From an optimization exercise on the open Yosys and OpenROAD flow, aimed at small area, a short achievable clock period and few clock cycles; shortcuts taken in it are not production practice. Only simulation tests tie the RTL to the original design; equivalence was not proved. No activity file was given, so power comes from the tool's default toggle rates.

File: flow/config.mk
export PLATFORM = sky130hd
export DESIGN_NAME = cpu_top
export DESIGN_NICKNAME = cpu_top
export VERILOG_FILES = /design/flow/design.v
export SDC_FILE = /design/flow/constraint.sdc
export NUM_CORES = 4
export LEC_CHECK = 0
export ABC_CLOCK_PERIOD_IN_PS = 2000
export CAP_MARGIN = 20
export CORE_MARGIN = 2
export CORE_UTILIZATION = 40
export SETUP_SLACK_MARGIN = 2.0
export SLEW_MARGIN = 20
File: flow/constraint.sdc
create_clock -name core_clock -period 5.0 [get_ports {clk}]
set_input_delay 1.0000 -clock core_clock [delete_from_list [all_inputs] [get_ports {clk}]]
set_output_delay 1.0000 -clock core_clock [all_outputs]
set_load 0.01 [all_outputs]
File: flow/design.v
module accumulator (
    input wire clk,            
    input wire rst,            
    input wire ld_ac,          
    input wire [7:0] data_in,  
    output reg [7:0] acc_out   
);
    always @(posedge clk or posedge rst) begin
        if (rst)
            acc_out <= 8'h00;
        else if (ld_ac)
            acc_out <= data_in;
    end
endmodule
module address_mux (
    input wire dbg,
    input wire jmp,
    input wire skip,
    input wire [4:0] pc,
    input wire [4:0] operand,
    input wire [4:0] dbg_addr,
    output wire [4:0] faddr
);
    assign faddr = dbg  ? dbg_addr :
                   jmp  ? operand :
                   skip ? pc + 5'd1 : pc;
endmodule
module alu (
    input wire [7:0] in_a,        
    input wire [7:0] in_b,        
    input wire [2:0] opcode,
    output reg [7:0] alu_out
);
    always @(*) begin
        case (opcode)
            3'd2: alu_out = in_a + in_b;    
            3'd3: alu_out = in_a & in_b;    
            3'd4: alu_out = in_a ^ in_b;    
            default: alu_out = in_b;        
        endcase
    end
endmodule
module controller (
    input wire clk,
    input wire rst,
    input wire [2:0] opcode,
    input wire valid_in,
    input wire [7:0] acc,
    input wire [4:0] pc,
    input wire [4:0] operand,
    output wire valid,         
    output reg hf,             
    output wire load0,         
    output wire hlt_now,       
    output wire ex,            
    output wire ld_ac,         
    output wire wr,            
    output wire skz_take,      
    output wire is_jmp,        
    output wire fwd,           
    output wire halt
);
    localparam [2:0]
        HLT = 3'd0, SKZ = 3'd1, ADD = 3'd2, AND = 3'd3,
        XOR = 3'd4, LDA = 3'd5, STO = 3'd6, JMP = 3'd7;
    reg run, ld;
    assign valid = run | ld;
    always @(posedge clk or posedge rst) begin
        if (rst) begin
            run <= 1'b0;
            hf  <= 1'b0;
        end else begin
            run <= 1'b1;
            if (hlt_now) hf <= 1'b1;
        end
    end
    always @(posedge clk)
        ld <= load0;
    assign load0    = rst | ~valid;
    assign hlt_now  = valid & ~hf & (opcode == HLT);
    assign halt     = hf | hlt_now;
    assign ex       = valid & ~hf & ~rst;
    assign ld_ac    = ex & (opcode == ADD || opcode == AND || opcode == XOR || opcode == LDA);
    assign wr       = ex & (opcode == STO);
    assign is_jmp   = (opcode == JMP);
    assign skz_take = (opcode == SKZ) & (acc == 8'h00);
    assign fwd      = ~hf & (opcode == STO) & (pc == operand);
endmodule
module instruction_reg (
    input wire clk,
    input wire load0,            
    input wire prog_fwd,         
    input wire [7:0] prog_data,
    input wire [7:0] mem0,
    input wire fwd,              
    input wire [7:0] acc,
    input wire [7:0] fdata,
    output reg [7:0] ir
);
    always @(posedge clk) begin
        if (load0)
            ir <= prog_fwd ? prog_data : mem0;
        else
            ir <= fwd ? acc : fdata;
    end
endmodule
module memory (
    input wire clk,
    input wire rst,
    input wire wr,
    input wire [4:0] waddr,
    input wire [7:0] wdata,
    input wire prog_we,
    input wire [4:0] prog_addr,
    input wire [7:0] prog_data,
    input wire [4:0] faddr,
    output wire [7:0] fdata,
    input wire [4:0] oaddr,
    output wire [7:0] odata,
    output wire [7:0] mem0
);
    reg [7:0] mem [0:31];
    always @(posedge clk) begin
        if (prog_we)
            mem[prog_addr] <= prog_data;
        else if (wr)
            mem[waddr] <= wdata;
    end
    assign fdata = mem[faddr];
    assign odata = mem[oaddr];
    assign mem0  = mem[0];
endmodule
module program_counter (
    input wire clk,
    input wire rst,
    input wire en,
    input wire [4:0] faddr,    
    output reg [4:0] pc        
);
    always @(posedge clk or posedge rst) begin
        if (rst)
            pc <= 5'd1;
        else if (en)
            pc <= faddr + 5'd1;
    end
endmodule
module cpu_top (
    input wire clk,           
    input wire rst,           
    input wire prog_we,       
    input wire [4:0] prog_addr,  
    input wire [7:0] prog_data,  
    input wire [4:0] dbg_addr,   
    output wire halt,         
    output wire [7:0] accum,  
    output wire [7:0] dbg_data   
);
    wire [7:0] ir;            
    wire [4:0] pc;            
    wire [7:0] acc;
    wire       valid;         
    wire       hf;            
    wire [2:0] opcode  = ir[7:5];
    wire [4:0] operand = ir[4:0];
    wire load0;               
    wire hlt_now, ex, ld_ac, wr, skz_take, is_jmp, fwd;
    wire [4:0] faddr;
    wire [7:0] fdata, odata, mem0, alu_out;
    controller ctrl (
        .clk(clk), .rst(rst), .opcode(opcode), .valid_in(valid), .acc(acc),
        .pc(pc), .operand(operand),
        .valid(valid), .hf(hf), .load0(load0), .hlt_now(hlt_now), .ex(ex),
        .ld_ac(ld_ac), .wr(wr), .skz_take(skz_take), .is_jmp(is_jmp),
        .fwd(fwd), .halt(halt)
    );
    address_mux amux (
        .dbg(hf | hlt_now), .jmp(is_jmp), .skip(skz_take),
        .pc(pc), .operand(operand), .dbg_addr(dbg_addr), .faddr(faddr)
    );
    program_counter pcr (
        .clk(clk), .rst(rst), .en(ex), .faddr(faddr), .pc(pc)
    );
    memory mem (
        .clk(clk), .rst(rst), .wr(wr), .waddr(operand), .wdata(acc),
        .prog_we(prog_we), .prog_addr(prog_addr), .prog_data(prog_data),
        .faddr(faddr), .fdata(fdata), .oaddr(operand), .odata(odata),
        .mem0(mem0)
    );
    instruction_reg irr (
        .clk(clk), .load0(load0), .prog_fwd(prog_we && prog_addr == 5'd0),
        .prog_data(prog_data), .mem0(mem0), .fwd(fwd), .acc(acc),
        .fdata(fdata), .ir(ir)
    );
    alu alu_inst (
        .in_a(acc), .in_b(odata), .opcode(opcode), .alu_out(alu_out)
    );
    accumulator accr (
        .clk(clk), .rst(rst), .ld_ac(ld_ac), .data_in(alu_out), .acc_out(acc)
    );
    assign accum = acc;
    assign dbg_data = ir;
endmodule
File: flow/run.sh
#!/bin/bash
# synth_recipe.tcl (not shown) runs the flow's synth.tcl, then flattens the netlist and writes it again
# the make line also repeats each setting of config.mk as NAME=value (left out here)
make -C /OpenROAD-flow-scripts/flow DESIGN_CONFIG=/design/flow/config.mk WORK_HOME=/design/flow/orfs CLKGATE_MAP_FILE= SYNTH_SCRIPT=/design/flow/synth_recipe.tcl finish
==> impl_metrics.ini, run 1 <==
[worst_setup_path]
worst_setup_path_end_kind = flip-flop
r2r_cells = 15
ff2ff_setup_slack_ns = 1.48
crit_start = irr.ir[0]$_DFF_P_
r2r_end = accr.acc_out[5]$_DFFE_PP0P_
crit_fanout = 6
worst_setup_path_start_kind = flip-flop
reg2reg_from = irr.ir[0]$_DFF_P_
worstSetupPathType = reg -> reg
worstPathRequired_ns = 5.49
endpoint = accr.acc_out[5]$_DFFE_PP0P_
cp_data_arrival_time_ns = 4.01

[clocking]
numCtsBuffers = 30
clockRootBuffer = clkbuf_16
clk_latency_ns = 0.57
cts_tree = done
htreeDepth = 1
cts_buffer_depth = 3
clock_sinks = 280
path_clk_slew_ns = 0.07
cts-hold-fix-buffers = 0

[floorplan]
initial_core_util = 0.4077
die_x_um = 194.6
rows = 69
dieArea_um2 = 37880
fp.dieH_um = 194.6
design.portCount = 38
core_area_um2 = 35660

[synth]
syn_area_per_cell_um2 = 13.57
async_flop_share = 0.05357
ys_ff_latch = 280
synth_area_leaders = edfxtp_1 53%, mux4_2 15%, nand2_1 4.6%
synthFlopType = edfxtp_1
syn-num-nets = 1103
yosysTopAreaCell = edfxtp_1
syn_inst = 1071
synth_area_um2 = 14540
seq_area_frac_synth = 0.5672
ys_warn_count = 6
synth_cell_type_count = 72
synth_top_area_frac = 0.5289
synth_edf_count = 256

[sta]
fmax_mhz = 284.0
finalSetupViolCount = 0
slew_violations = 0
finalSetupTns_ns = 0
hold_viol = 0
layout_min_cycle_time_ns = 3.521
fin_crit_sh = 0.7042
skew_ns = 0.01086
slew_headroom = 0.3733
holdWs_ns = 0.5581
worstMarginPinSlew_ns = 0.9401
rsz0062_at_grt = true

[finish]
mostFrequentLayoutCells = 256 x edfxtp_1, 164 x nand2_1, 96 x mux4_2, 65 x buf_4, 46 x mux2i_1
fillerInstances = 2966
drive_above_1_share = 0.3179
area.growth.synth_to_final_pct = 25.04
multi_input_area_um2 = 6561
final_area_um2 = 18170
post-route-util = 0.5097
antenna_cells = 0
mostFrequentLayoutCell = edfxtp_1
final_cells = 1672
seqCellArea_um2 = 8262
final_nets = 1219

[global_route]
grt_pass1_wl_um = 73620
antenna_found_initial = 0
grt_max_degree = 42
grt_overflow = 0
grtUsageTotal = 0.2672
grt_pass1_vias = 10260

[drt]
drc = 0
drtIter0Drc = 1565
wire_per_inst_um = 30.61
dr.pass1.iters = 5
drtAntennaViolNets = 0
vias_per_cell = 6.439
vias = 10770
drt_wl_total_um = 51190

[outcome]
outcome = complete, no violations

[flow_run]
maxCapViolations = 0

[power_and_ir_drop]
power_density_nw_per_um2 = 342.9
vdd_drop_max_mv = 0.2409
leakage_uw = 0.006215

[placement]
dp_cells = 1548
placed_area_um2 = 15890
place_congestion = 0.8977
port_buffers = 37
dp_hpwl_um = 32820

[hold_path]
holdCritPathClass = reg -> reg
## power breakdown
part,internal (µW),switching [µW]
Sequential,2610,93.8
Combinational,604,718
Clock,1250,951
Total,4470,1760
## logic make-up after synthesis
logic type / Yosys count / synth area share
other: 1 / 0.0002580
adder cells (fa/ha/maj): 11 / 0.009985
AND/OR/NAND/NOR: 372 / 0.1161
AO/OA/AOI/OAI: 157 / 0.07980
buffers and inverters: 82 / 0.02806
flip-flops: 280 / 0.5672
multiplexers: 153 / 0.1895
XOR/XNOR: 15 / 0.009039
## sequential cells by signal, summed over array words and instances, names as in the netlist
register and count:
mem.mem 256, ctrl.run 1, accr.acc_out 8, pcr.pc 5, ctrl.ld 1, irr.ir 8, ctrl.hf 1
## synthesized netlist by cell type, drive strengths merged, types with 3 or more instances
cell type	number
nand2b	12
nor3b	6
o21a	5
mux2i	49
nand2	179
o221ai	3
xnor2	9
clkbuf	22
o21ai	27
ha	10
a2111oi	9
mux2	8
a31oi	23
a311o	5
and2	14
and3	18
nor3	14
or2	4
dfrtp	14
nand3	32
dfxtp	9
nor4	5
buf	42
a22oi	7
nor2	72
a32oi	10
inv	17
nand4	12
xor2	6
mux4	96
a21oi	29
a221oi	14
a311oi	6
edfxtp	256
## how the worst min path moves through the flow
stage                       endpoint  slack (ns)             startpoint  depth (start not counted)
2_1_floorplan  pcr.pc[0]$_DFFE_PP1P_        0.49  pcr.pc[0]$_DFFE_PP1P_                          2
3_3_place_gp   pcr.pc[0]$_DFFE_PP1P_        0.53  pcr.pc[0]$_DFFE_PP1P_                          2
3_5_place_dp   pcr.pc[0]$_DFFE_PP1P_        0.54  pcr.pc[0]$_DFFE_PP1P_                          2
4_1_cts        pcr.pc[4]$_DFFE_PP0P_        0.56  pcr.pc[4]$_DFFE_PP0P_                          2
5_1_grt        pcr.pc[4]$_DFFE_PP0P_        0.59  pcr.pc[4]$_DFFE_PP0P_                          2
6_report       pcr.pc[4]$_DFFE_PP0P_        0.56  pcr.pc[4]$_DFFE_PP0P_                          2
## timing repair
item,in CTS,in global routing
pin swaps,31,25
setup buffers,34,26
resized for setup,99,17
cloned,8,0
setup endpoints to repair,536,135
## layer usage
layer,share of wire,vias up,track usage
li1,-,4461,-
met1,0.39,5427,0.3776
met2,0.46,763,0.4156
met3,0.11,115,0.05258
met4,0.037,0,0.08860
met5,0,-,0
## final cells by class
type / instances / area share
Clock buffer: 34 / 0.04213
Clock inverter: 22 / 0.01067
Inverter: 18 / 0.005094
Multi-Input combinational cell: 710 / 0.3610
Sequential cell: 280 / 0.4546
Tap cell: 461 / 0.03174
Timing Repair Buffer: 146 / 0.09452
Timing Repair inverter: 1 / 0.0002754
## through the flow
stage | power (µW) | setup WS, ns
5_1_grt | 6408 | 1.287
3_3_place_gp | 3769 | 0.8937
6_report | 6233 | 1.479
4_1_cts | 6147 | 1.532
2_1_floorplan | 3421 | 1.594
3_5_place_dp | 3779 | 0.8904
## critical path, stage by stage, from the launching register on
cell and delay [ns]:
dfxtp_4 0.45, buf_12 0.17, buf_12 0.14, mux4_2 0.55, mux4_2 0.48, nand2_1 0.21, nand2_4 0.10, ha_4 0.29
inv_1 0.06, o21bai_1 0.17, a21oi_2 0.09, xnor2_1 0.13, a22oi_1 0.16, nor2_1 0.07, a311o_1 0.27, o21ai_1 0.11
Testbench counts, summed over its fixed seeds: cycles 32,731.
==> run 2, diff against run 1 <==
--- a/flow/config.mk
+++ b/flow/config.mk
@@ -9,5 +9,5 @@
 export CAP_MARGIN = 20
 export CORE_MARGIN = 2
-export CORE_UTILIZATION = 40
+export CORE_UTILIZATION = 60
 export SETUP_SLACK_MARGIN = 2.0
 export SLEW_MARGIN = 20
==> run 2 against run 1 <==
Still clean. Global-route usage rose by 9.6 points. Flip-flop and latch count did not move. Clock power rose by 4%. Synthesized cell count did not move. Largest cell class unchanged. Largest power group unchanged. Wire length fell by 9.3%. Non-clock buffer count fell by 28. Critical path depth did not move. Critical endpoint unchanged. Register-to-register slack got worse by 0.04 ns.
==> impl_metrics.ini, run 2 <==
[outcome]
outcome = complete, no violations

[global_route]
grt_overflow = 0
use_met3 = 0.07818
grt_max_degree = 59
antenna_found_initial = 1
grt_use_met1 = 0.5395
grtUsageTotal = 0.3635
busiest_layer = met1
use_met2 = 0.5238
grt_pass1_wl_um = 67720
grt_pass1_vias = 10080

[sta]
layout_min_cycle_time_ns = 3.564
rsz0062_at_grt = true
finalSetupViolCount = 0
hold_viol = 0
worstMarginPinSlew_ns = 0.9075
skew_ns = 0.02973
slew_violations = 0
fmax_mhz = 280.6
holdWs_ns = 0.5336
fin_crit_sh = 0.7127
finalSetupTns_ns = 0
slew_headroom = 0.3950

[floorplan]
design.portCount = 38
initial_core_util = 0.6156
die_x_um = 159.6
fp.dieH_um = 159.6
rows = 56
dieArea_um2 = 25490
core_area_um2 = 23610

[synth]
async_flop_share = 0.05357
synth_edf_count = 256
synth_area_um2 = 14540
synthMuxAreaShare = 0.1895
synthFlopType = edfxtp_1
seq_area_frac_synth = 0.5672
synthSimpleGateAreaFrac = 0.1161
syn_area_per_cell_um2 = 13.57
syn-num-nets = 1103
synth_cell_type_count = 72
synth_top_area_frac = 0.5289
ys_warn_count = 6
ys_ff_latch = 280
syn_inst = 1071
yosysTopAreaCell = edfxtp_1
synth_common_cells = 256 x edfxtp_1, 179 x nand2_1, 96 x mux4_2
yosysMostFrequentCell = edfxtp_1
synth_top_family_by_area = multiplexers
synth_area_leaders = edfxtp_1 53%, mux4_2 15%, nand2_1 4.6%
synth-xor-area-share = 0.009038
synthAdderAreaFrac = 0.009985
synth-compound-area-share = 0.07980

[drt]
vias_per_cell = 7.093
drtIter0Drc = 1685
dr.pass1.iters = 6
drc = 0
wire_per_inst_um = 30.98
drt_wl_total_um = 46450
drtAntennaViolNets = 0
vias = 10630

[hold_path]
holdCritPathClass = reg -> reg

[finish]
fillerInstances = 1514
largest-register = mem.mem
area.growth.synth_to_final_pct = 20.70
largest_register_ffs = 256
final_area_um2 = 17540
seqCellArea_um2 = 8264
mostFrequentLayoutCell = edfxtp_1
post-route-util = 0.7430
mostFrequentLayoutCells = 256 x edfxtp_1, 169 x nand2_1, 96 x mux4_2, 54 x buf_4, 44 x mux2i_1
multi_input_area_um2 = 6502
drive_above_1_share = 0.2994
final_nets = 1190
top_regs = mem.mem: 256 flops, accr.acc_out: 8 flops, irr.ir: 8 flops

[power_and_ir_drop]
vdd_drop_max_mv = 0.3445
power_density_nw_per_um2 = 352.6
power.total_uw = 6187
leakage_uw = 0.005994

[clocking]
path_clk_slew_ns = 0.06
cts_buffer_depth = 3
clk_latency_ns = 0.58
htreeDepth = 1
numCtsBuffers = 30
clockRootBuffer = clkbuf_16
clock_sinks = 280
cts_tree = done

[placement]
place_congestion = 0.9869
port_buffers = 37
placed_area_um2 = 15560
dp_hpwl_um = 30150

[worst_setup_path]
crit_fanout = 8
worst_setup_path_start_kind = flip-flop
worstSetupPathType = reg -> reg
worst_setup_path_end_kind = flip-flop
worstPathRequired_ns = 5.47
cp_data_arrival_time_ns = 4.04

[flow_run]
maxCapViolations = 0
==> run 2: cell types whose count changed in the layout (fill, tap and decap cells not counted), sizes merged <==
cell and change:
buf -27, bufbuf -3, bufinv +2, clkbuf +2, clkdlybuf4s50 +2, clkinv -8, diode +1, dlygate4sd2 -1
inv +2, nor3 -1
==> run 2: area by class of cell <==
class / instances / area share
Tap cell: 319 / 0.02275
Timing Repair Buffer: 118 / 0.07174
Inverter: 18 / 0.005634
Multi-Input combinational cell: 709 / 0.3706
Clock buffer: 35 / 0.04386
Sequential cell: 280 / 0.4710
Clock inverter: 18 / 0.01369
Antenna cell: 1 / 0.0001426
Timing Repair inverter: 1 / 0.0004992
==> run 2: layer usage <==
metal	up-vias	routed length (µm)
met3	145	6298
li1	4389	-
met2	878	20040
met4	0	2333
met1	5220	17780
met5	-	0
==> run 2: report_power, final <==
group          internal [µW]  switching, µW  leakage, µW
clock network           1360            923     0.000487
registers               2620            111      0.00257
logic                    529            649      0.00294
==> run 2: through the flow <==
| stage | cells | setup WS (ns) |
|---|---|---|
| floorplan | 1071 | 1.594 |
| global placement | 1393 | 0.9425 |
| detailed placement | 1393 | 0.8597 |
| CTS | 1481 | 1.538 |
| global route | 1498 | 1.287 |
| finish | 1499 | 1.436 |
==> run 2: final timing paths <==
check / start / end / slack [ns] / depth (start not counted)
min reg2reg: pcr.pc[0]$_DFFE_PP1P_ / pcr.pc[0]$_DFFE_PP1P_ / 0.53 / 2
min: pcr.pc[0]$_DFFE_PP1P_ / pcr.pc[0]$_DFFE_PP1P_ / 0.53 / 2
max reg2reg: irr.ir[0]$_DFF_P_ / accr.acc_out[5]$_DFFE_PP0P_ / 1.44 / 15
max in group asynchronous: rst / pcr.pc[0]$_DFFE_PP1P_ / 3.77 / 4
min in group asynchronous: rst / accr.acc_out[6]$_DFFE_PP0P_ / 0.97 / 4
max: irr.ir[0]$_DFF_P_ / accr.acc_out[5]$_DFFE_PP0P_ / 1.44 / 15
==> run 2: kinds of logic after synthesis <==
logic type                 Yosys count
buffers and inverters               82
xor gates and xnor gates            15
AOI/OAI and AO/OA                  157
muxes                              153
other                                1
DFF                                280
and+or+nand+nor                    372
adders and majority gates           11
==> run 2: timing repair <==
item                                    CTS  global route
pin swaps                                15            30
buffers inserted                         32            15
hold buffers                              0             0
resized for setup                        61            30
cloned                                    3             2
endpoints found under the setup margin  525           273
==> run 2: critical path: stages, from the launching register on <==
cell	delay [ns]
dfxtp_4	0.45
buf_6	0.15
mux4_2	0.56
mux4_2	0.53
nand2_2	0.11
nand2_4	0.09
ha_4	0.23
a21o_1	0.20
a21oi_2	0.17
o21bai_1	0.10
a21oi_2	0.16
xnor2_1	0.08
a22oi_1	0.16
nor2_1	0.05
a311o_1	0.27
o21ai_1	0.15
==> run 3, diff against run 2 <==
--- a/flow/config.mk
+++ b/flow/config.mk
@@ -6,8 +6,6 @@
 export NUM_CORES = 4
 export LEC_CHECK = 0
-export ABC_CLOCK_PERIOD_IN_PS = 2000
 export CAP_MARGIN = 20
 export CORE_MARGIN = 2
-export CORE_UTILIZATION = 60
-export SETUP_SLACK_MARGIN = 2.0
+export CORE_UTILIZATION = 40
 export SLEW_MARGIN = 20
==> run 3 against run 2 <==
Sequential power about the same. Combinational power decreased by 17%. Synthesized cell count unchanged. Critical path depth increased by 2. Non-clock buffer count decreased by 28. Power decreased by 3.4%. Clock-buffer cell count decreased by 3. Design area decreased by 5.3%. Global-route usage decreased by 13 points. Worst setup slack got worse by 0.67 ns.
==> impl_metrics.ini, run 3 <==
[floorplan]
design.portCount = 38
fp.dieH_um = 194.6
initial_core_util = 0.4077
die_x_um = 194.6
core_area_um2 = 35660
rows = 69
dieArea_um2 = 37880

[synth]
seq_area_frac_synth = 0.5672
async_flop_share = 0.05357
synthFlopType = edfxtp_1
ys_ff_latch = 280
ys_warn_count = 6
synth_cell_type_count = 72
synth_area_leaders = edfxtp_1 53%, mux4_2 15%, nand2_1 4.6%
synth_common_cells = 256 x edfxtp_1, 179 x nand2_1, 96 x mux4_2
syn-num-nets = 1103
synth_top_area_frac = 0.5289
synth_area_um2 = 14540
syn_inst = 1071
yosysMostFrequentCell = edfxtp_1
synth_edf_count = 256
yosysTopAreaCell = edfxtp_1
syn_area_per_cell_um2 = 13.57

[finish]
largest-register = mem.mem
post-route-util = 0.4662
top_regs = mem.mem: 256 flops, accr.acc_out: 8 flops, irr.ir: 8 flops
final_nets = 1161
largest_register_ffs = 256
drive_above_1_share = 0.1998
antenna_cells = 0
area.growth.synth_to_final_pct = 14.35
mostFrequentLayoutCell = edfxtp_1
mostFrequentLayoutCells = 256 x edfxtp_1, 179 x nand2_1, 96 x mux4_2, 72 x nor2_1, 49 x buf_4

[global_route]
grt_max_degree = 75
grt_pass1_vias = 9812
antenna_found_initial = 0
grt_overflow = 0
grt_pass1_wl_um = 66380
grtUsageTotal = 0.2370

[clocking]
cts_setup_buffers = 0
cts_buffer_depth = 3
cts-hold-fix-buffers = 0
htreeDepth = 1
cts_tree = done
cts_resized = 0
clock_sinks = 280
clockRootBuffer = clkbuf_16
path_clk_slew_ns = 0.06
numCtsBuffers = 30
clk_latency_ns = 0.57

[placement]
port_buffers = 37
dp_hpwl_um = 30890
place_congestion = 0.8990

[outcome]
outcome = complete, no violations

[power_and_ir_drop]
vdd_drop_max_mv = 0.2386
power_frac_seq = 0.456
leakage_uw = 0.005689
power_density_nw_per_um2 = 359.5
power_switching_share = 0.2697
p_sw_uw = 1612
power.total_uw = 5976
clkPwrFrac = 0.380
comb_power_share = 0.164
internal-power_uw = 4364

[sta]
worstMarginPinSlew_ns = 0.9540
slew_violations = 0
layout_min_cycle_time_ns = 4.231
slew_headroom = 0.3617
finalSetupViolCount = 0
hold_viol = 0
skew_ns = 0.02785
fin_crit_sh = 0.8463
finalSetupTns_ns = 0
fmax_mhz = 236.3
rsz0062_at_grt = false

[drt]
drc = 0
vias_per_cell = 6.304
dr.pass1.iters = 6
drtAntennaViolNets = 0
vias = 10160
drtIter0Drc = 1150
drt_wl_total_um = 44780
wire_per_inst_um = 27.78

[worst_setup_path]
worstPathRequired_ns = 5.43
crit_fanout = 30
worst_setup_path_start_kind = flip-flop
cp_data_arrival_time_ns = 4.67
worstSetupPathType = reg -> reg
worst_setup_path_end_kind = flip-flop

[hold_path]
holdCritPathClass = reg -> reg

[flow_run]
maxCapViolations = 0
==> run 3: cell counts after synthesis <==
Identical to the previous run, type by type.
==> run 3: final timing paths <==
check	startpoint	endpoint	slack, ns	cells past startpoint
hold / removal	pcr.pc[0]$_DFFE_PP1P_	pcr.pc[0]$_DFFE_PP1P_	0.53	2
hold reg to reg	pcr.pc[0]$_DFFE_PP1P_	pcr.pc[0]$_DFFE_PP1P_	0.53	2
min in group asynchronous	rst	accr.acc_out[0]$_DFFE_PP0P_	0.80	3
setup / recovery	irr.ir[0]$_DFF_P_	accr.acc_out[6]$_DFFE_PP0P_	0.77	17
max in group asynchronous	rst	pcr.pc[0]$_DFFE_PP1P_	3.92	3
setup reg to reg	irr.ir[0]$_DFF_P_	accr.acc_out[6]$_DFFE_PP0P_	0.77	17
==> run 3: area by class of cell <==
cell class | count | area (µm²)
fillers | 3121 | 19030
clock inverters | 22 | 224.0
repair buffers | 90 | 818.3
well taps | 461 | 576.8
flip-flops and latches | 280 | 8252
inverters | 18 | 71.32
clock buffers | 32 | 779.5
multi-input cells | 709 | 5899
==> run 3: power by group through the flow <==
stage | clock [µW] | sequential, µW | combinational, µW
floorplan | 0 | 2720 | 660
global placement | 0 | 2780 | 962
detailed placement | 0 | 2780 | 966
CTS | 2300 | 2730 | 969
global route | 2390 | 2740 | 1040
finish | 2270 | 2730 | 978
==> run 3: metrics by stage <==
stage | std cells | hold WS (ns) | setup slack, ns | cell area [µm²]
finish | 1612 | 0.5322 | 0.7687 | 16620
detailed placement | 1558 | 0.5241 | 0.7737 | 15620
CTS | 1612 | 0.5324 | 0.7561 | 16620
global route | 1612 | 0.5713 | 0.4782 | 16620
global placement | 1558 | 0.5194 | 0.8408 | 15620
floorplan | 1071 | 0.4937 | 1.090 | 14540
==> run 3: layer usage <==
metal / global-route usage / share of wire
met1: 0.3373 / 0.41
met2: 0.3672 / 0.46
met3: 0.04234 / 0.098
met4: 0.08319 / 0.037
met5: 0 / 0
==> run 3: kinds of logic after synthesis <==
kind of cell	synth area share
xor gates and xnor gates	0.009039
AOI/OAI and AO/OA	0.07980
muxes	0.1895
buffers and inverters	0.02806
and+or+nand+nor	0.1161
adders and majority gates	0.009985
DFF	0.5672
other	0.0002580
==> run 3: critical path, stage by stage, from the launching register on <==
cell and delay, ns:
dfxtp_4 0.78, buf_12 0.28, mux4_2 0.54, mux4_2 0.55
nand2_1 0.10, nand2_1 0.13, ha_1 0.25, inv_1 0.08
fa_1 0.18, nand2b_1 0.13, a21oi_1 0.09, o21ai_0 0.16
nand2b_1 0.08, a21oi_1 0.19, xor2_1 0.16, a21oi_1 0.08
o221ai_1 0.19, o21ai_0 0.10

==> re-timing with driven ports <==
The flow's constraints put no driver on any port. The routed layouts listed below were extracted and timed again, unchanged, in two steps.
Step 1 sets driving cells, clkbuf_16 on the clock port and buf_2 on the other inputs (assumed; they add their load-dependent delay and slew).
Step 2, shift: input delay + t, output delay - t, t = (earliest + latest rising clock arrival at the registers) / 2. This alone moves slack from input paths to output paths.
Three values: ideal ports, drivers, drivers and shift; two values: the first two.
| run | shift t [ns] | setup slack, ns | slew at the worst register clock pin (ns) | worst slew at a driven data input, ns | cell pins on the clock port's net |
|---|---|---|---|---|---|
| run 1 | 0.614 | 1.479 / 1.479 / 1.459 | 0.07 / 0.07 | 0.04 | 1 |
| run 2 | 0.611 | 1.436 / 1.436 / 1.436 | 0.07 / 0.07 | 0.04 | 1 |
| run 3 | 0.607 | 0.769 / 0.769 / 0.769 | 0.07 / 0.07 | 0.04 | 1 |
After both steps every run listed still meets setup and hold. For run 1, which loses most, drivers alone change the setup slack by 0.000 ns; drivers and shift together by -0.020 ns.
